Source: an optimization exercise on an open RTL-to-GDS flow (aim: small area). Production flows keep margins and buffers that such runs may drop.
Only simulation tests tie the RTL to the original design; equivalence was not proved.
No driver is modelled on the clock port, so clock power and skew are understated where the tree is cut down; a real chip needs a root buffer or a tree.

==> inputs of run a <==
## total_fir
module total_fir(total_out, x_in, clk);
	input clk;
	input signed [7:0] x_in;
	output signed [15:0] total_out;
	reg [7:0] e0;
	reg [7:0] e1;
	reg [7:0] e2;
	reg [7:0] e3;
	reg [7:0] e4;
	reg [7:0] e5;
	reg [7:0] e6;
	reg [7:0] e7;
	reg [7:0] e8;
	reg [7:0] e9;
	reg [7:0] e10;
	reg [7:0] e11;
	reg [7:0] e12;
	reg [7:0] e13;
	reg [7:0] e14;
	reg [7:0] e15;
	reg [7:0] e16;
	reg [7:0] e17;
	reg r498;
	reg r499;
	reg r558;
	reg r559;
	reg r606;
	reg r607;
	reg r642;
	reg r667;
	reg r668;
	reg r683;
	reg r684;
	reg r691;
	reg r692;
	reg r695;
	reg r696;
	reg r703;
	reg r704;
	reg r705;
	reg r706;
	reg r707;
	wire o5_0;
	wire o6_0;
	wire o7_0;
	wire o8_0;
	wire o16_0;
	wire w1;
	wire w2;
	wire w3;
	wire w4;
	wire w5;
	wire w6;
	wire w7;
	wire w8;
	wire w9;
	wire w10;
	wire w11;
	wire w12;
	wire w13;
	wire w14;
	wire w15;
	wire w16;
	wire w17;
	wire w18;
	wire w19;
	wire w20;
	wire w21;
	wire w22;
	wire w23;
	wire w24;
	wire w25;
	wire w26;
	wire w27;
	wire w28;
	wire w29;
	wire w30;
	wire w31;
	wire w32;
	wire w33;
	wire w34;
	wire w35;
	wire w36;
	wire w37;
	wire w38;
	wire w39;
	wire w40;
	wire w41;
	wire w42;
	wire w43;
	wire w44;
	wire w45;
	wire w46;
	wire w47;
	wire w48;
	wire w49;
	wire w50;
	wire w51;
	wire w52;
	wire w53;
	wire w54;
	wire w55;
	wire w56;
	wire w57;
	wire w58;
	wire w59;
	wire w60;
	wire w61;
	wire w62;
	wire w63;
	wire w64;
	wire w65;
	wire w66;
	wire w67;
	wire w68;
	wire w69;
	wire w70;
	wire w71;
	wire w72;
	wire w73;
	wire w74;
	wire w75;
	wire w76;
	wire w77;
	wire w78;
	wire w79;
	wire w80;
	wire w81;
	wire w82;
	wire w83;
	wire w84;
	wire w85;
	wire w86;
	wire w87;
	wire w88;
	wire w89;
	wire w90;
	wire w91;
	wire w92;
	wire w93;
	wire w94;
	wire w95;
	wire w96;
	wire w97;
	wire w98;
	wire w99;
	wire w100;
	wire w101;
	wire w102;
	wire w103;
	wire w104;
	wire w105;
	wire w106;
	wire w107;
	wire w108;
	wire w109;
	wire w110;
	wire w111;
	wire w112;
	wire w113;
	wire w114;
	wire w115;
	wire w116;
	wire w117;
	wire w118;
	wire w119;
	wire w120;
	wire w121;
	wire w122;
	wire w123;
	wire w124;
	wire w125;
	wire w126;
	wire w127;
	wire w128;
	wire w129;
	wire w130;
	wire w131;
	wire w132;
	wire w133;
	wire w134;
	wire w135;
	wire w136;
	wire w137;
	wire w138;
	wire w139;
	wire w140;
	wire w141;
	wire w142;
	wire w143;
	wire w144;
	wire w145;
	wire w146;
	wire w147;
	wire w148;
  ...
==> flow/config.mk <==
export PLATFORM = sky130hd
export DESIGN_NAME = total_fir
export DESIGN_NICKNAME = total_fir
export VERILOG_FILES = /design/flow/design.v
export SDC_FILE = /design/flow/constraint.sdc
export NUM_CORES = 4
export LEC_CHECK = 0
export CAP_MARGIN = 20
export CORE_MARGIN = 2
export CORE_UTILIZATION = 60
export SLEW_MARGIN = 20
export SYNTH_HIERARCHICAL = 1
export SYNTH_MINIMUM_KEEP_SIZE = 0
==> flow/constraint.sdc <==
create_clock -name core_clock -period 5.0 [get_ports {clk}]
set_input_delay 1.0000 -clock core_clock [delete_from_list [all_inputs] [get_ports {clk}]]
set_output_delay 1.0000 -clock core_clock [all_outputs]
set_load 0.01 [all_outputs]
standard.sh (not shown) runs the stock make flow with config.mk's settings and CLKGATE_MAP_FILE= SYNTH_SCRIPT=/design/flow/synth_recipe.tcl, a recipe that flattens the netlist after the stock synthesis.
==> flow/flow/run.sh <==
#!/bin/bash
# The standard layout (standard.sh, the ORFS flow), with ORFS's own variables set for two steps:
#  - clock tree synthesis without dummy balancing loads, built from clkbuf_8 cells;
#  - port buffering with the smallest buffer cell (every input and output still gets a buffer).
# The full ORFS output goes to standard.log in this folder (per-step logs under orfs/logs).
export CTS_ARGS="-sink_clustering_enable -repair_clock_nets -dont_use_dummy_load -buf_list sky130_fd_sc_hd__clkbuf_8"
export BUFFER_PORTS_ARGS="-buffer_cell sky130_fd_sc_hd__buf_1"
# timing-driven global placement: use its trial buffering for net weights only, do not keep it
export GPL_KEEP_OVERFLOW=0
bash standard.sh > standard.log 2>&1
==> run b: changes against run a <==
CORE_UTILIZATION = 40   (was 60)
PLACE_DENSITY = 0.75   (was not set)
==> run c: changes against run a <==
CORE_UTILIZATION = 40   (was 60)
==> run d: changes against run a <==
==> flow/flow/run.sh (replaced) <==
#!/bin/bash
# The standard layout (standard.sh, the ORFS flow), with ORFS's own variables set for three steps:
#  - clock tree: flow/mycts.tcl (sourced by ORFS before its CTS step) replaces TritonCTS with a
#    two-level tree: one clkbuf_16 at the clock port driving MYCTS_NLEAF clkbuf_4 cells, each
#    driving one placement cluster of flip-flops (balanced k-means on flip-flop locations);
#  - port buffering with the smallest buffer cell (every input and output still gets a buffer);
#  - timing-driven global placement keeps none of its trial buffering.
# The full ORFS output goes to standard.log in this folder (per-step logs under orfs/logs).
export PRE_CTS_TCL="$(pwd)/flow/mycts.tcl"
export MYCTS_NLEAF=20
export MYCTS_CELL=sky130_fd_sc_hd__clkbuf_4
export MYCTS_ROOT=sky130_fd_sc_hd__clkbuf_16
export BUFFER_PORTS_ARGS="-buffer_cell sky130_fd_sc_hd__buf_1"
export GPL_KEEP_OVERFLOW=0
bash standard.sh > standard.log 2>&1
==> flow/flow/mycts.tcl (new file) <==
# Simple one-level clock tree: the clock port drives NLEAF clock buffers, each
# buffer drives the flip-flops of one placement cluster (k-means on the flip-flop
# locations).  Replaces TritonCTS, whose H-tree always builds 16 leaf buffers here.
proc simple_clock_tree {args} {
  set nleaf [expr {[info exists ::env(MYCTS_NLEAF)] ? $::env(MYCTS_NLEAF) : 4}]
  set cell [expr {[info exists ::env(MYCTS_CELL)] ? $::env(MYCTS_CELL) : "sky130_fd_sc_hd__clkbuf_8"}]
  set block [ord::get_db_block]
  set db [ord::get_db]
  set master [$db findMaster $cell]
  set clkport [$block findBTerm clk]
  set clknet [$clkport getNet]
  set sinks {}
  foreach it [$clknet getITerms] {
    set inst [$it getInst]
    set bb [$inst getBBox]
    lappend sinks [list $it [expr {([$bb xMin] + [$bb xMax]) / 2}] [expr {([$bb yMin] + [$bb yMax]) / 2}]]
  }
  # k-means with farthest-point seeding (deterministic)
  set pts $sinks
  set cx [lindex $pts 0 1]; set cy [lindex $pts 0 2]
  set tx 0; set ty 0
  foreach p $pts { set tx [expr {$tx + [lindex $p 1]}]; set ty [expr {$ty + [lindex $p 2]}] }
  set n [llength $pts]
  set cents [list [list [expr {$tx / $n}] [expr {$ty / $n}]]]
  while {[llength $cents] < $nleaf} {
    set best -1; set bp {}
    foreach p $pts {
      set dmin 1e18
      foreach c $cents {
        set d [expr {abs([lindex $p 1] - [lindex $c 0]) + abs([lindex $p 2] - [lindex $c 1])}]
        if {$d < $dmin} { set dmin $d }
      }
      if {$dmin > $best} { set best $dmin; set bp [list [lindex $p 1] [lindex $p 2]] }
    }
    lappend cents $bp
  }
  # balanced k-means: each cluster gets at most ceil(n/k) sinks
  set cap [expr {int(ceil(double($n) / $nleaf))}]
  for {set iter 0} {$iter < 30} {incr iter} {
    set pairs {}
    set i 0
    foreach p $pts {
      set k 0
      foreach c $cents {
        lappend pairs [list [expr {abs([lindex $p 1] - [lindex $c 0]) + abs([lindex $p 2] - [lindex $c 1])}] $i $k]
        incr k
      }
      incr i
    }
    set pairs [lsort -real -index 0 $pairs]
    array unset asg; array unset cnt
    for {set k 0} {$k < $nleaf} {incr k} { set cnt($k) 0 }
    foreach pr $pairs {
      lassign $pr d i k
      if {[info exists asg($i)]} continue
      if {$cnt($k) >= $cap} continue
      set asg($i) $k; incr cnt($k)
    }
    set newc {}
    for {set k 0} {$k < $nleaf} {incr k} { set sx($k) 0; set sy($k) 0 }
    for {set i 0} {$i < $n} {incr i} {
      set k $asg($i)
      set sx($k) [expr {$sx($k) + [lindex $pts $i 1]}]; set sy($k) [expr {$sy($k) + [lindex $pts $i 2]}]
    }
    for {set k 0} {$k < $nleaf} {incr k} {
      if {$cnt($k) > 0} { lappend newc [list [expr {$sx($k) / $cnt($k)}] [expr {$sy($k) / $cnt($k)}]] } else { lappend newc [lindex $cents $k] }
    }
    set cents $newc
  }
  set drvnet $clknet
  if {$nleaf > 4} {
    set rcell [expr {[info exists ::env(MYCTS_ROOT)] ? $::env(MYCTS_ROOT) : $cell}]
    set rinst [odb::dbInst_create $block [$db findMaster $rcell] "clkbuf_root"]
    set drvnet [odb::dbNet_create $block "clknet_root"]
    $drvnet setSigType CLOCK
    [$rinst findITerm X] connect $drvnet
    [$rinst findITerm A] connect $clknet
    set mx 0; set my 0
    foreach c $cents { set mx [expr {$mx + [lindex $c 0]}]; set my [expr {$my + [lindex $c 1]}] }
    $rinst setLocation [expr {int($mx / $nleaf)}] [expr {int($my / $nleaf)}]
    $rinst setPlacementStatus PLACED
  }
  for {set k 0} {$k < $nleaf} {incr k} {
    set inst [odb::dbInst_create $block $master "clkbuf_leaf_$k"]
    set net [odb::dbNet_create $block "clknet_leaf_$k"]
    $net setSigType CLOCK
    [$inst findITerm X] connect $net
    [$inst findITerm A] connect $drvnet
    $inst setLocation [expr {int([lindex $cents $k 0])}] [expr {int([lindex $cents $k 1])}]
    $inst setPlacementStatus PLACED
    set leafnet($k) $net
  }
  for {set i 0} {$i < $n} {incr i} {
    set it [lindex $pts $i 0]
    $it disconnect
    $it connect $leafnet($asg($i))
  }
  global_connect
  set_propagated_clock [all_clocks]
  puts "simple_clock_tree: $nleaf x $cell, sinks per buffer: [array get cnt]"
}
rename clock_tree_synthesis tritoncts_clock_tree_synthesis
proc clock_tree_synthesis {args} { simple_clock_tree }
CORE_UTILIZATION = 40   (was 60)
PLACE_DENSITY = 0.75   (was not set)
==> comparison table <==
| quantity | run a | run d | run c | run b |
|---|---|---|---|---|
| GR Layer Usage met2 | 46.4% | 29.3% | 31.4% | 29.3% |
| Post-Place Setup Slack | 0.0481 ns | 0.0933 ns | 0.0658 ns | 0.0933 ns |
| Period utilisation layout | 98.3% | 97.5% | 98.2% | 96.8% |
| Run status | complete, no violations | complete, no violations | complete, no violations | complete, no violations |
| Wire length of the first global-routing pass | 33200 um | 31900 um | 33300 um | 32200 um |
| Die footprint | 17400 sq um | 25800 sq um | 25800 sq um | 25800 sq um |
| Reg-to-reg critical path endpoint | r642 | r499 | r499 | r499 |
| TritonCTS clock tree | done | - | done | done |
| Count of non-filler cells in the finished layout | 809 | 921 | 917 | 917 |
| Post-DP HPWL | 19300 um | 18300 um | 19500 um | 18300 um |
| Final design area excluding fillers | 10300 sq um | 10400 sq um | 10400 sq um | 10400 sq um |
| Mean number of vias per cell | 5.17 | 4.57 | 4.60 | 4.60 |
| Setup slack, reg-to-reg | 0.09 ns | 0.13 ns | 0.09 ns | 0.16 ns |
| Largest fanout on the critical path | 5 | 5 | 4 | 4 |
| Total Routing Usage GR | 28.0% | 17.2% | 18.7% | 18.0% |
| Detailed-route wire length | 21300 um | 20400 um | 21600 um | 20400 um |
| Worst Tran Pin Value | 0.400 ns | 0.395 ns | 0.391 ns | 0.401 ns |
| Initial Util | 61.6% | 40.6% | 40.6% | 40.6% |
The clock cells of run d come from the design's own scripts or RTL, not from TritonCTS.

[re-timing with driven ports]
In the flow no input, the clock included, has a driving cell. The finished layouts below were timed again as built, in two steps.
Step 1, drivers: a clkbuf_16 drives clk and a buf_2 each remaining input, both assumed.
Step 2 times the ports against the registers' clock, not the clock port: input delays grow and output delays shrink by t, the midpoint of the rising clock arrivals with the driver on.
Slacks: no drivers / after step 1 / after step 2; pairs: no drivers / after step 1.
run	t (ns)	slack for setup (ns)	slew at the worst register clock pin (ns)
run a	0.489	0.085 / 0.085 / 0.085	0.10 / 0.10
run b	0.485	0.158 / 0.158 / 0.158	0.09 / 0.09
run c	0.496	0.092 / 0.092 / 0.092	0.09 / 0.09
run d	0.445	0.127 / 0.127 / 0.127	0.11 / 0.11
After both steps setup and hold are still met in every run listed.
